Source: an optimization exercise on an open RTL-to-GDS flow (aim: small area). Production flows keep margins and buffers that such runs may drop.
RTL that was checked went through simulation tests only; none was proved equivalent to the original.
No activity file was given, so power comes from the tool's default toggle rates.

Setup of v6:
==> module mojo_top, before the edit <==
module mojo_top(
    input clk,
    input rst_n,
    input cclk,
    output [7:0] led,
    input button,
    input uart_rx,
    output uart_tx,
    output pwmSignal_1,
    output pwmSignal_2,
    output pwmSignal_3,
    output pwmSignal_4
    );
wire rst = ~rst_n;
reg [19:0] ctr;
always @(posedge clk)
    if (rst) ctr <= 20'hF5B08;                  
    else ctr <= ctr + 1'b1;
wire blk  = (ctr[17:8] == 10'h35B);
wire tick = ~rst & ~ctr[18] & blk & (ctr[7:0] == 8'h07);   
wire [2:0] ph = ctr[2:0];
wire ph0 = (ph == 3'd0);
wire ph7 = (ph == 3'd7);
wire g8 = (ctr[7:0] == 8'd8);                   
wire mbit = ctr[4'd8 + ph];
wire pw_set = g8 & blk & ctr[19] & ctr[18];     
wire pw_clr = g8 & (ctr[19:16] == 4'd0);
localparam [12:0] CB = 13'd7782, CA = 13'd7718, CT = 13'd4245;
localparam [12:0] CM = 13'b1111100111011;
reg rx_q;
reg [3:0] rn;
reg [12:0] rctr;
reg [3:0] nib;      
reg [3:0] motor;    
wire r_idle = ~rn[3] & ~rn[2] & ~rn[0];
wire r_high = rn[3] & rn[2];
wire r_run  = ~r_idle & ~r_high;
wire r_term = ((rctr ^ CT) & CM) == 13'd0;
wire r_smp  = r_run & r_term;
wire r_low  = ~rn[3];
wire r_exp  = ~rn[1];
always @(posedge clk) begin
    rx_q <= uart_rx;
    if (rst | (r_high & rx_q)) rn <= 4'd2;
    else if (r_smp | (r_idle & ~rx_q)) rn <= rn + 1'b1;
    if (r_idle) rctr <= CA;
    else if (r_term) rctr <= CB;
    else rctr <= {rctr[0] ^ rctr[3], rctr[12:1]};
    if (r_smp) begin
        if (r_low) nib <= {rx_q, nib[3:1]};
        else if (rx_q != r_exp) begin
            nib[3] <= 1'b1;
            nib[0] <= 1'b1;
        end
    end
    if (rst) motor <= 4'd15;
    else if (r_high) motor <= nib;
end
reg [2:0] ledc;
reg hi;
assign led = {5'b00110, ledc};
always @(posedge clk)
    if (rst) begin
        ledc <= 3'd0; hi <= 1'b1;
    end else if (tick) begin
        case (motor)
        4'd0: begin ledc <= 3'd0; hi <= 1'b0; end
        4'd1: begin ledc <= 3'd1; hi <= 1'b0; end
        4'd2: begin ledc <= 3'd2; hi <= 1'b0; end
        4'd3: begin ledc <= 3'd3; hi <= 1'b0; end
        4'd4: begin ledc <= 3'd4; hi <= 1'b0; end
        4'd5: begin ledc <= 3'd1; hi <= 1'b1; end
        4'd6: begin ledc <= 3'd2; hi <= 1'b1; end
        4'd7: begin ledc <= 3'd3; hi <= 1'b1; end
        4'd8: begin ledc <= 3'd4; hi <= 1'b1; end
        default: begin ledc <= 3'd0; hi <= 1'b1; end
        endcase
    end
wire active = |ledc;
wire dflt = hi & ~active;
wire up = ledc[0];
wire [1:0] sel = {hi, ledc[2] | (ledc[1] & ledc[0])};
wire wblk  = blk & (~ctr[18] | ctr[19]);       
wire cpass = wblk & (ctr[7:3] == 5'd3);        
wire wpass = wblk & (ctr[7:3] == 5'd4);        
reg [7:0] r1, r2, r3, r4;                      
reg limbit;
always @(*) begin
    case ({sel, up})
    3'b001: limbit = 1'b1;                     
    3'b000: limbit = (ph == 3'd0);             
    3'b011: limbit = (ph == 3'd3) | (ph == 3'd6) | (ph == 3'd7);   
    3'b010: limbit = (ph == 3'd0) | (ph == 3'd1) | (ph == 3'd5);   
    3'b101: limbit = (ph == 3'd2) | (ph == 3'd4) | (ph == 3'd5) | (ph == 3'd7);  
    3'b100: limbit = (ph == 3'd1) | (ph == 3'd2) | (ph == 3'd6);   
    3'b111: limbit = (ph == 3'd1) | (ph == 3'd2) | (ph == 3'd3) | (ph == 3'd4) | (ph == 3'd5) | (ph == 3'd7);  
    default: limbit = (ph == 3'd3) | (ph == 3'd4) | (ph == 3'd5) | (ph == 3'd6);  
    endcase
end
reg rsel;
always @(*)
    case (sel)
    2'd0: rsel = r1[0];
    2'd1: rsel = r2[0];
    2'd2: rsel = r3[0];
    default: rsel = r4[0];
    endcase
reg k;
wire cin = ph0 ? ~k : k;
always @(posedge clk)
    if (cpass) k <= (ph0 | k) & (rsel == limbit);
    else k <= cin & (rsel == up);
wire nbit = rsel ^ cin;
wire wr   = wpass & active & (~ctr[18] | ~ctr[19]);
wire dw   = wpass & dflt;
always @(posedge clk) begin
    r1 <= {dw ? ph7 : (wr & sel == 2'd0) ? nbit : r1[0], r1[7:1]};
    r2 <= {dw ? ph7 : (wr & sel == 2'd1) ? nbit : r2[0], r2[7:1]};
    r3 <= {dw ? ph7 : (wr & sel == 2'd2) ? nbit : r3[0], r3[7:1]};
    r4 <= {dw ? ph7 : (wr & sel == 2'd3) ? nbit : r4[0], r4[7:1]};
end
reg e1, e2, e3, e4;        
reg pw1, pw2, pw3, pw4;
always @(posedge clk) begin
    e1 <= (ph0 | e1) & (r1[0] == mbit);
    e2 <= (ph0 | e2) & (r2[0] == mbit);
    e3 <= (ph0 | e3) & (r3[0] == mbit);
    e4 <= (ph0 | e4) & (r4[0] == mbit);
    pw1 <= pw_set | (pw1 & ~(pw_clr & e1));
    pw2 <= pw_set | (pw2 & ~(pw_clr & e2));
    pw3 <= pw_set | (pw3 & ~(pw_clr & e3));
    pw4 <= pw_set | (pw4 & ~(pw_clr & e4));
end
assign pwmSignal_1 = pw1;
assign pwmSignal_2 = pw2;
assign pwmSignal_3 = pw3;
assign pwmSignal_4 = pw4;
reg [3:0] tn;
reg [12:0] tctr;
reg tx_q;
wire t_idle = (~tn[3] & tn[2]);
wire t_stop = (~tn[3] & ~tn[2] & tn[0]);
wire t_term = ((tctr ^ CT) & CM) == 13'd0;
wire t_bit = (~tn[3] & tn[0]) | (~tn[2] & tn[1]) | (tn[2] & ~tn[0]);
always @(posedge clk) begin
    if (rst | (t_stop & t_term)) tn <= 4'd7;
    else if (t_idle ? ~button : t_term) tn <= tn + 1'b1;
    if (t_idle | t_term) tctr <= CB;
    else tctr <= {tctr[0] ^ tctr[3], tctr[12:1]};
    if (rst) tx_q <= 1'b1;
    else tx_q <= t_bit;
end
assign uart_tx = tx_q;
endmodule
export LEC_CHECK = 0
export CAP_MARGIN = 20
export CORE_MARGIN = 2
export CORE_UTILIZATION = 65
export SLEW_MARGIN = 20
create_clock -name core_clock -period 10.0 [get_ports {clk}]
standard.sh (not shown) runs the stock make flow with config.mk's settings and CLKGATE_MAP_FILE= SYNTH_SCRIPT=/design/flow/synth_recipe.tcl, a recipe that flattens the netlist after the stock synthesis.
==> flow/flow/run.sh <==
#!/bin/bash
# Layout flow: the standard synthesis, then the combinational logic is
# re-mapped by Yosys/ABC for area (the flip-flops, their names and cell types
# stay exactly as the standard synthesis made them; several ABC scripts are
# tried and the smallest result is kept), then the standard ORFS steps from
# floorplan to finish, with clock-tree and port-buffer options.
# Each tool writes its full output to a log file of its own in this folder.
set -euo pipefail
W=$(pwd)
R=$W/orfs/results/$FLOW_PLATFORM/mojo_top/base
LIB=$FLOW_HOME/platforms/$FLOW_PLATFORM/lib/sky130_fd_sc_hd__tt_025C_1v80.lib
YOSYS=$FLOW_HOME/../tools/install/yosys/bin/yosys
[[ -x $YOSYS ]] || YOSYS=yosys

# 1. standard synthesis
bash standard.sh synth > synth.log 2>&1

# 2. re-map the combinational logic
cp "$R/1_2_yosys.v" std_synth.v
python3 flow/genmodels.py "$LIB" comb_models.v > genmodels.log 2>&1
DU=$(sed 's/^/-dont_use /' flow/dont_use.txt | tr '\n' ' ')
MAP="&dch,-f;&nf,-R,1000;&put"
abc_script() {
  case $1 in
    1) echo "" ;;
    2) echo "-script +strash;&get,-n;&fraig,-x;&put;dc2;strash;&get,-n;$MAP" ;;
    3) echo "-script +strash;&get,-n;&fraig,-x;&put;dc2;dc2;strash;&get,-n;$MAP;strash;&get,-n;$MAP" ;;
    4) echo "-script +strash;&get,-n;&fraig,-x;&put;dc2;strash;dch,-f;amap;strash;&get,-n;$MAP" ;;
    5) echo "-script +strash;dc2;&get,-n;$MAP;mfs2;strash;&get,-n;$MAP" ;;
    6) echo "-script +strash;&get,-n;&deepsyn,-T,90;$MAP" ;;
    7) echo "-script +strash;&get,-n;&deepsyn,-T,90;&put;strash;dch,-f;amap;strash;&get,-n;$MAP" ;;
    8) echo "-script +strash;&get,-n;&deepsyn,-T,90,-S,7;$MAP" ;;
  esac
}
remap() {
  local s=$1
  cat > remap_$s.ys <<EOT
read_liberty -lib $LIB
read_verilog std_synth.v
hierarchy -top $FLOW_TOP
techmap -map comb_models.v
opt_expr
opt_clean -purge
techmap
opt_expr
opt_clean -purge
abc -liberty $LIB $DU $(abc_script $s)
opt_clean -purge
setundef -zero
splitnets
opt_clean -purge
hilomap -singleton -hicell sky130_fd_sc_hd__conb_1 HI -locell sky130_fd_sc_hd__conb_1 LO
insbuf -buf sky130_fd_sc_hd__buf_4 A X
check -assert -mapped
tee -o remap_$s.stat stat -liberty $LIB
write_verilog -noattr -nohex -nodec remap_$s.v
EOT
  timeout 600 "$YOSYS" -s remap_$s.ys > remap_$s.log 2>&1 || rm -f remap_$s.stat
}
for s in 6 7 8; do remap $s & done
for s in 1 2 3 4 5; do remap $s; done
wait
# keep the smallest netlist that has exactly the standard synthesis's flip-flops
ffs() { grep -oE '^\s*sky130_fd_sc_hd__[a-z0-9]*df[a-z0-9]*_[0-9]+\s+\S+' "$1" | sed -E 's/\s+/ /g; s/^ //' | sort; }
ffs std_synth.v > std_ffs.txt
best=""; best_a=""
for s in 1 2 3 4 5 6 7 8; do
  [[ -f remap_$s.stat && -f remap_$s.v ]] || { echo "script $s: failed" >> remap.txt; continue; }
  a=$(sed -n "s/.*Chip area for module .*: \([0-9.]*\).*/\1/p" remap_$s.stat)
  if [[ -z "$a" ]] || ! ffs remap_$s.v | cmp -s - std_ffs.txt; then echo "script $s: rejected" >> remap.txt; continue; fi
  echo "script $s: area $a" >> remap.txt
  if [[ -z "$best" ]] || awk "BEGIN{exit !($a < $best_a)}"; then best=$s; best_a=$a; fi
done
if [[ -n "$best" && -s std_ffs.txt ]]; then
  echo "using script $best" >> remap.txt
  sleep 1
  cp remap_$best.v "$R/1_2_yosys.v"
else
  echo "keeping the standard netlist" >> remap.txt
fi

# 3. floorplan to finish
bash standard.sh \
  "CTS_ARGS=-sink_clustering_enable -repair_clock_nets -dont_use_dummy_load" \
  "BUFFER_PORTS_ARGS=-buffer_cell sky130_fd_sc_hd__buf_1" \
  finish > layout.log 2>&1
Other scripts of this flow, unchanged in this note and not shown: flow/flow/dont_use.txt, flow/flow/genmodels.py
Here is what was changed in the inputs of v7 compared with v6.
--- a/flow/design.v
+++ b/flow/design.v
@@ -52,11 +52,11 @@
             nib[3] <= 1'b1;
             nib[0] <= 1'b1;
         end
     end
     if (rst) motor <= 4'd15;
-    else if (r_high) motor <= nib;
+    else if (r_high) motor <= nib;       
 end
 reg [2:0] ledc;
 reg hi;
 assign led = {5'b00110, ledc};
 always @(posedge clk)
- Comparing v6 and v7, period utilization is higher on v7.
- Proportion of power drawn by combinational gates: lower on v6
- Diff v6 -> v7: number of vias per cell after detailed routing went down 0.041, first-pass GRT wire length went down about 8%, largest voltage drop on the vdd net went up 39%.

---

lane 1:
mojo_top, a different RTL version from the one above (not shown whole).
Size: about 470 cells after synthesis, roughly 110 flip-flops, ~18 I/O pins, ~0.0045 mm^2 of cells after synthesis.
==> module mojo_top, before the edit <==
module mojo_top(
    input clk,
    input rst_n,
    input cclk,
    output [7:0] led,
    input button,
    input uart_rx,
    output uart_tx,
    output pwmSignal_1,
    output pwmSignal_2,
    output pwmSignal_3,
    output pwmSignal_4
    );
wire rst = ~rst_n;
reg [19:0] ctr;
always @(posedge clk)
    if (rst) ctr <= 20'hF5B08;                  
    else ctr <= ctr + 1'b1;
wire tick = ~rst & (ctr[18:0] == 19'h35B07);    
wire [2:0] ph = ctr[2:0];
wire ph0 = (ph == 3'd0);
wire ph7 = (ph == 3'd7);
wire g8 = (ctr[7:0] == 8'd8);                   
wire mbit = ctr[4'd8 + ph];
wire pw_set = g8 & (ctr[19:8] == 12'hF5B);      
wire pw_clr = g8 & (ctr[19:16] == 4'd0);
reg rx_q;
reg [3:0] rn;
reg [12:0] rctr;
reg [3:0] nib;      
reg [3:0] motor;    
wire r_idle = rn[3] & rn[1];
wire r_high = rn[3] & ~rn[1] & rn[0];
wire r_run  = ~rn[3] | ~rn[0];
wire r_term = rctr[12] & rctr[10] & rctr[6] & rctr[4] & rctr[2] & rctr[1] & rctr[0];  
wire r_smp  = r_run & r_term;
wire r_low  = ~rn[3] & (~rn[2] | (rn[1:0] == 2'b00));        
wire r_exp  = ~rn[3] & ~(rn[1] & rn[0]);                     
always @(posedge clk) begin
    rx_q <= uart_rx;
    if (rst | (r_high & rx_q)) rn <= 4'd15;
    else if (r_smp | (r_idle & ~rx_q)) rn <= rn + 1'b1;
    if (r_idle) rctr <= 13'd2603;
    else if (r_term) rctr <= 13'd0;
    else rctr <= rctr + 1'b1;
    if (r_smp) begin
        if (r_low) nib <= {rx_q, nib[3:1]};
        else if (rx_q != r_exp) begin
            nib[3] <= 1'b1;
            nib[0] <= 1'b1;
        end
    end
    if (rst) motor <= 4'd15;
    else if (r_high) motor <= nib;
end
reg [2:0] ledc;
reg hi;
assign led = {5'b00110, ledc};
always @(posedge clk)
    if (rst) begin
        ledc <= 3'd0; hi <= 1'b1;
    end else if (tick) begin
        case (motor)
        4'd0: begin ledc <= 3'd0; hi <= 1'b0; end
        4'd1: begin ledc <= 3'd1; hi <= 1'b0; end
        4'd2: begin ledc <= 3'd2; hi <= 1'b0; end
        4'd3: begin ledc <= 3'd3; hi <= 1'b0; end
        4'd4: begin ledc <= 3'd4; hi <= 1'b0; end
        4'd5: begin ledc <= 3'd1; hi <= 1'b1; end
        4'd6: begin ledc <= 3'd2; hi <= 1'b1; end
        4'd7: begin ledc <= 3'd3; hi <= 1'b1; end
        4'd8: begin ledc <= 3'd4; hi <= 1'b1; end
        default: begin ledc <= 3'd0; hi <= 1'b1; end
        endcase
    end
wire active = |ledc;
wire dflt = hi & ~active;
wire up = ledc[0];
wire [1:0] sel = {hi, ledc[2] | (ledc[1] & ledc[0])};
reg upd;                   
always @(posedge clk)
    upd <= rst | tick | (upd & ~(wpass & ph7));
wire win   = upd & (ctr[7:4] == 4'd1);
wire cpass = win & ~ctr[3];                    
wire wpass = win & ctr[3];                     
reg [7:0] r1, r2, r3, r4;                      
reg limbit;
always @(*) begin
    case ({sel, up})
    3'b001: limbit = 1'b1;                     
    3'b000: limbit = (ph == 3'd0);             
    3'b011: limbit = (ph == 3'd3) | (ph == 3'd6) | (ph == 3'd7);   
    3'b010: limbit = (ph == 3'd0) | (ph == 3'd1) | (ph == 3'd5);   
    3'b101: limbit = (ph == 3'd2) | (ph == 3'd4) | (ph == 3'd5) | (ph == 3'd7);  
    3'b100: limbit = (ph == 3'd1) | (ph == 3'd2) | (ph == 3'd6);   
    3'b111: limbit = (ph == 3'd1) | (ph == 3'd2) | (ph == 3'd3) | (ph == 3'd4) | (ph == 3'd5) | (ph == 3'd7);  
    default: limbit = (ph == 3'd3) | (ph == 3'd4) | (ph == 3'd5) | (ph == 3'd6);  
    endcase
end
reg rsel;
always @(*)
    case (sel)
    2'd0: rsel = r1[0];
    2'd1: rsel = r2[0];
    2'd2: rsel = r3[0];
    default: rsel = r4[0];
    endcase
reg sat, cy;
always @(posedge clk) begin
    if (~wpass) sat <= (ph0 | sat) & (rsel == limbit);
    cy <= (ph0 | cy) & (rsel == up);
end
wire nbit = rsel ^ ((ph0 | cy) & ~sat);
wire wr   = wpass & active;
wire dw   = wpass & dflt;
always @(posedge clk) begin
    r1 <= {dw ? ph7 : (wr & sel == 2'd0) ? nbit : r1[0], r1[7:1]};
    r2 <= {dw ? ph7 : (wr & sel == 2'd1) ? nbit : r2[0], r2[7:1]};
    r3 <= {dw ? ph7 : (wr & sel == 2'd2) ? nbit : r3[0], r3[7:1]};
    r4 <= {dw ? ph7 : (wr & sel == 2'd3) ? nbit : r4[0], r4[7:1]};
end
reg e1, e2, e3, e4;        
reg pw1, pw2, pw3, pw4;
always @(posedge clk) begin
    e1 <= (ph0 | e1) & (r1[0] == mbit);
    e2 <= (ph0 | e2) & (r2[0] == mbit);
    e3 <= (ph0 | e3) & (r3[0] == mbit);
    e4 <= (ph0 | e4) & (r4[0] == mbit);
    pw1 <= pw_set | (pw1 & ~(pw_clr & e1));
    pw2 <= pw_set | (pw2 & ~(pw_clr & e2));
    pw3 <= pw_set | (pw3 & ~(pw_clr & e3));
    pw4 <= pw_set | (pw4 & ~(pw_clr & e4));
end
assign pwmSignal_1 = pw1;
assign pwmSignal_2 = pw2;
assign pwmSignal_3 = pw3;
assign pwmSignal_4 = pw4;
reg [3:0] tn;
reg [12:0] tctr;
reg tx_q;
wire t_idle = tn[3] & tn[1];
wire t_stop = tn[3] & ~tn[1] & tn[0];
wire t_term = tctr[12] & tctr[10] & tctr[6] & tctr[4] & tctr[2] & tctr[1] & tctr[0];
reg t_bit;
always @(*)
    case (tn)
    4'd0, 4'd1, 4'd5, 4'd7, 4'd8: t_bit = 1'b0;
    default: t_bit = 1'b1;
    endcase
always @(posedge clk) begin
    if (rst | (t_stop & t_term)) tn <= 4'd15;
    else if (t_idle ? ~button : t_term) tn <= tn + 1'b1;
    if (t_idle | t_term) tctr <= 13'd0;
    else tctr <= tctr + 1'b1;
    if (rst) tx_q <= 1'b1;
    else tx_q <= t_bit;
end
assign uart_tx = tx_q;
endmodule
==> flow/config.mk <==
export PLATFORM = sky130hd
export DESIGN_NAME = mojo_top
export DESIGN_NICKNAME = mojo_top
export VERILOG_FILES = /design/flow/design.v
export SDC_FILE = /design/flow/constraint.sdc
export NUM_CORES = 4
export LEC_CHECK = 0
export CAP_MARGIN = 20
export CORE_MARGIN = 2
export CORE_UTILIZATION = 40
export SLEW_MARGIN = 20
==> flow/constraint.sdc <==
create_clock -name core_clock -period 10.0 [get_ports {clk}]
set_input_delay 2.0000 -clock core_clock [delete_from_list [all_inputs] [get_ports {clk}]]
set_output_delay 2.0000 -clock core_clock [all_outputs]
set_load 0.01 [all_outputs]
run.sh (not shown) runs the stock make flow with config.mk's settings and CLKGATE_MAP_FILE= SYNTH_SCRIPT=/design/flow/synth_recipe.tcl, a recipe that flattens the netlist after the stock synthesis.
Stock flow here: none of the scripts above is used.
Relative to lane 1, the following input files were edited for lane 2:
-- flow/design.v --
<<< lane 1, line 17
    if (rst) ctr <= 20'hF5B08;                  
    else ctr <= ctr + 1'b1;
wire tick = ~rst & (ctr[18:0] == 19'h35B07);    
wire [2:0] ph = ctr[2:0];
wire ph0 = (ph == 3'd0);
>>> lane 2, line 17
    if (rst) ctr <= 20'hF5B08;                  
    else ctr <= ctr + 1'b1;
wire blk  = (ctr[17:8] == 10'h35B);
wire tick = ~rst & ~ctr[18] & blk & (ctr[7:0] == 8'h07);   
wire [2:0] ph = ctr[2:0];
wire ph0 = (ph == 3'd0);
<<< lane 1, line 23
wire g8 = (ctr[7:0] == 8'd8);                   
wire mbit = ctr[4'd8 + ph];
wire pw_set = g8 & (ctr[19:8] == 12'hF5B);      
wire pw_clr = g8 & (ctr[19:16] == 4'd0);
reg rx_q;
reg [3:0] rn;
>>> lane 2, line 24
wire g8 = (ctr[7:0] == 8'd8);                   
wire mbit = ctr[4'd8 + ph];
wire pw_set = g8 & blk & ctr[19] & ctr[18];     
wire pw_clr = g8 & (ctr[19:16] == 4'd0);
localparam [12:0] CB = 13'd7782, CA = 13'd7718, CT = 13'd4245;
localparam [12:0] CM = 13'b1111100111011;
reg rx_q;
reg [3:0] rn;
<<< lane 1, line 33
wire r_high = rn[3] & ~rn[1] & rn[0];
wire r_run  = ~rn[3] | ~rn[0];
wire r_term = rctr[12] & rctr[10] & rctr[6] & rctr[4] & rctr[2] & rctr[1] & rctr[0];  
wire r_smp  = r_run & r_term;
wire r_low  = ~rn[3] & (~rn[2] | (rn[1:0] == 2'b00));        
>>> lane 2, line 36
wire r_high = rn[3] & ~rn[1] & rn[0];
wire r_run  = ~rn[3] | ~rn[0];
wire r_term = ((rctr ^ CT) & CM) == 13'd0;
wire r_smp  = r_run & r_term;
wire r_low  = ~rn[3] & (~rn[2] | (rn[1:0] == 2'b00));        
<<< lane 1, line 41
    if (rst | (r_high & rx_q)) rn <= 4'd15;
    else if (r_smp | (r_idle & ~rx_q)) rn <= rn + 1'b1;
    if (r_idle) rctr <= 13'd2603;
    else if (r_term) rctr <= 13'd0;
    else rctr <= rctr + 1'b1;
    if (r_smp) begin
        if (r_low) nib <= {rx_q, nib[3:1]};
>>> lane 2, line 44
    if (rst | (r_high & rx_q)) rn <= 4'd15;
    else if (r_smp | (r_idle & ~rx_q)) rn <= rn + 1'b1;
    if (r_idle) rctr <= CA;
    else if (r_term) rctr <= CB;
    else rctr <= {rctr[0] ^ rctr[3], rctr[12:1]};
    if (r_smp) begin
        if (r_low) nib <= {rx_q, nib[3:1]};
<<< lane 1, line 78
wire up = ledc[0];
wire [1:0] sel = {hi, ledc[2] | (ledc[1] & ledc[0])};
reg upd;                   
always @(posedge clk)
    upd <= rst | tick | (upd & ~(wpass & ph7));
wire win   = upd & (ctr[7:4] == 4'd1);
wire cpass = win & ~ctr[3];                    
wire wpass = win & ctr[3];                     
reg [7:0] r1, r2, r3, r4;                      
reg limbit;
>>> lane 2, line 81
wire up = ledc[0];
wire [1:0] sel = {hi, ledc[2] | (ledc[1] & ledc[0])};
wire wblk  = blk & (~ctr[18] | ctr[19]);       
wire cpass = wblk & (ctr[7:3] == 5'd3);        
wire wpass = wblk & (ctr[7:3] == 5'd4);        
reg [7:0] r1, r2, r3, r4;                      
reg limbit;
<<< lane 1, line 106
    default: rsel = r4[0];
    endcase
reg sat, cy;
always @(posedge clk) begin
    if (~wpass) sat <= (ph0 | sat) & (rsel == limbit);
    cy <= (ph0 | cy) & (rsel == up);
end
wire nbit = rsel ^ ((ph0 | cy) & ~sat);
wire wr   = wpass & active;
wire dw   = wpass & dflt;
always @(posedge clk) begin
>>> lane 2, line 106
    default: rsel = r4[0];
    endcase
reg k;
wire cin = ph0 ? ~k : k;
always @(posedge clk)
    if (cpass) k <= (ph0 | k) & (rsel == limbit);
    else k <= cin & (rsel == up);
wire nbit = rsel ^ cin;
wire wr   = wpass & active & (~ctr[18] | ~ctr[19]);
wire dw   = wpass & dflt;
always @(posedge clk) begin
<<< lane 1, line 141
wire t_idle = tn[3] & tn[1];
wire t_stop = tn[3] & ~tn[1] & tn[0];
wire t_term = tctr[12] & tctr[10] & tctr[6] & tctr[4] & tctr[2] & tctr[1] & tctr[0];
reg t_bit;
always @(*)
>>> lane 2, line 141
wire t_idle = tn[3] & tn[1];
wire t_stop = tn[3] & ~tn[1] & tn[0];
wire t_term = ((tctr ^ CT) & CM) == 13'd0;
reg t_bit;
always @(*)
<<< lane 1, line 151
    if (rst | (t_stop & t_term)) tn <= 4'd15;
    else if (t_idle ? ~button : t_term) tn <= tn + 1'b1;
    if (t_idle | t_term) tctr <= 13'd0;
    else tctr <= tctr + 1'b1;
    if (rst) tx_q <= 1'b1;
    else tx_q <= t_bit;
>>> lane 2, line 151
    if (rst | (t_stop & t_term)) tn <= 4'd15;
    else if (t_idle ? ~button : t_term) tn <= tn + 1'b1;
    if (t_idle | t_term) tctr <= CB;
    else tctr <= {tctr[0] ^ tctr[3], tctr[12:1]};
    if (rst) tx_q <= 1'b1;
    else tx_q <= t_bit;
--- outcome ---
Every run in the comparison, lane 1 and lane 2, completed the flow with a clean layout. Lane 2 vs lane 1: share of post-route cells with drive strength above 1 down in lane 2. Per the comparison of lane 2 with lane 1, via count went down by 12%; switching fraction of total power climbed 1.2 points; complex-gate fraction of the synthesized area lost 0.82 points; die outline width now smaller. From lane 1 to lane 2 the numbers moved as follows: total global-route track usage shows a reduction of 0.18 points, final instance area saw a decrease. For lane 1, the category of the critical setup timing path was reg -> out, unlike lane 2, where it was in -> reg. Compared with lane 1, placement density in the core of lane 2 is lower. When the final numbers for lane 1 and lane 2 were put side by side, the overall power of the completed layout turned out to be greater in lane 1. Between lane 1 and lane 2, cell count is higher for lane 1, lane 2 comes in under that.
Function not checked in lane 1: the RTL went through the layout flow alone.

## port drivers added, routing unchanged
The results above use ideal ports. As a check the final layouts listed here were re-extracted and re-timed, cells and wires unchanged. Step 1 assumes that a clkbuf_16 drives the clock port and a buf_2 every other input. Step 2 adds t to the input delays and takes it off the output delays; t is the mean of the earliest and latest rising clock arrival at the registers after step 1. Input paths then give back, and output paths get back, about the clock's delay inside the block. Slacks: no drivers / after step 1 / after step 2; pairs: no drivers / after step 1.
| run | shift t [ns] | slack for setup (ns) | hold slack, ns | slew at the worst register clock pin (ns) |
|---|---|---|---|---|
| v6 | 0.380 | 6.293 / 6.293 / 5.913 | 0.309 / 0.309 / 0.309 | 0.09 / 0.09 |
| v7 | 0.380 | 6.156 / 6.156 / 6.156 | 0.318 / 0.318 / 0.318 | 0.10 / 0.10 |
| lane 1 | 0.383 | 6.560 / 6.521 / 6.806 | 0.328 / 0.328 / 0.328 | 0.07 / 0.07 |
| lane 2 | 0.386 | 6.250 / 6.258 / 5.872 | 0.325 / 0.325 / 0.325 | 0.10 / 0.10 |
After both steps setup and hold are still met in every run listed. For v6, which loses most, drivers alone change the setup slack by 0.000 ns; drivers and shift together by -0.380 ns.
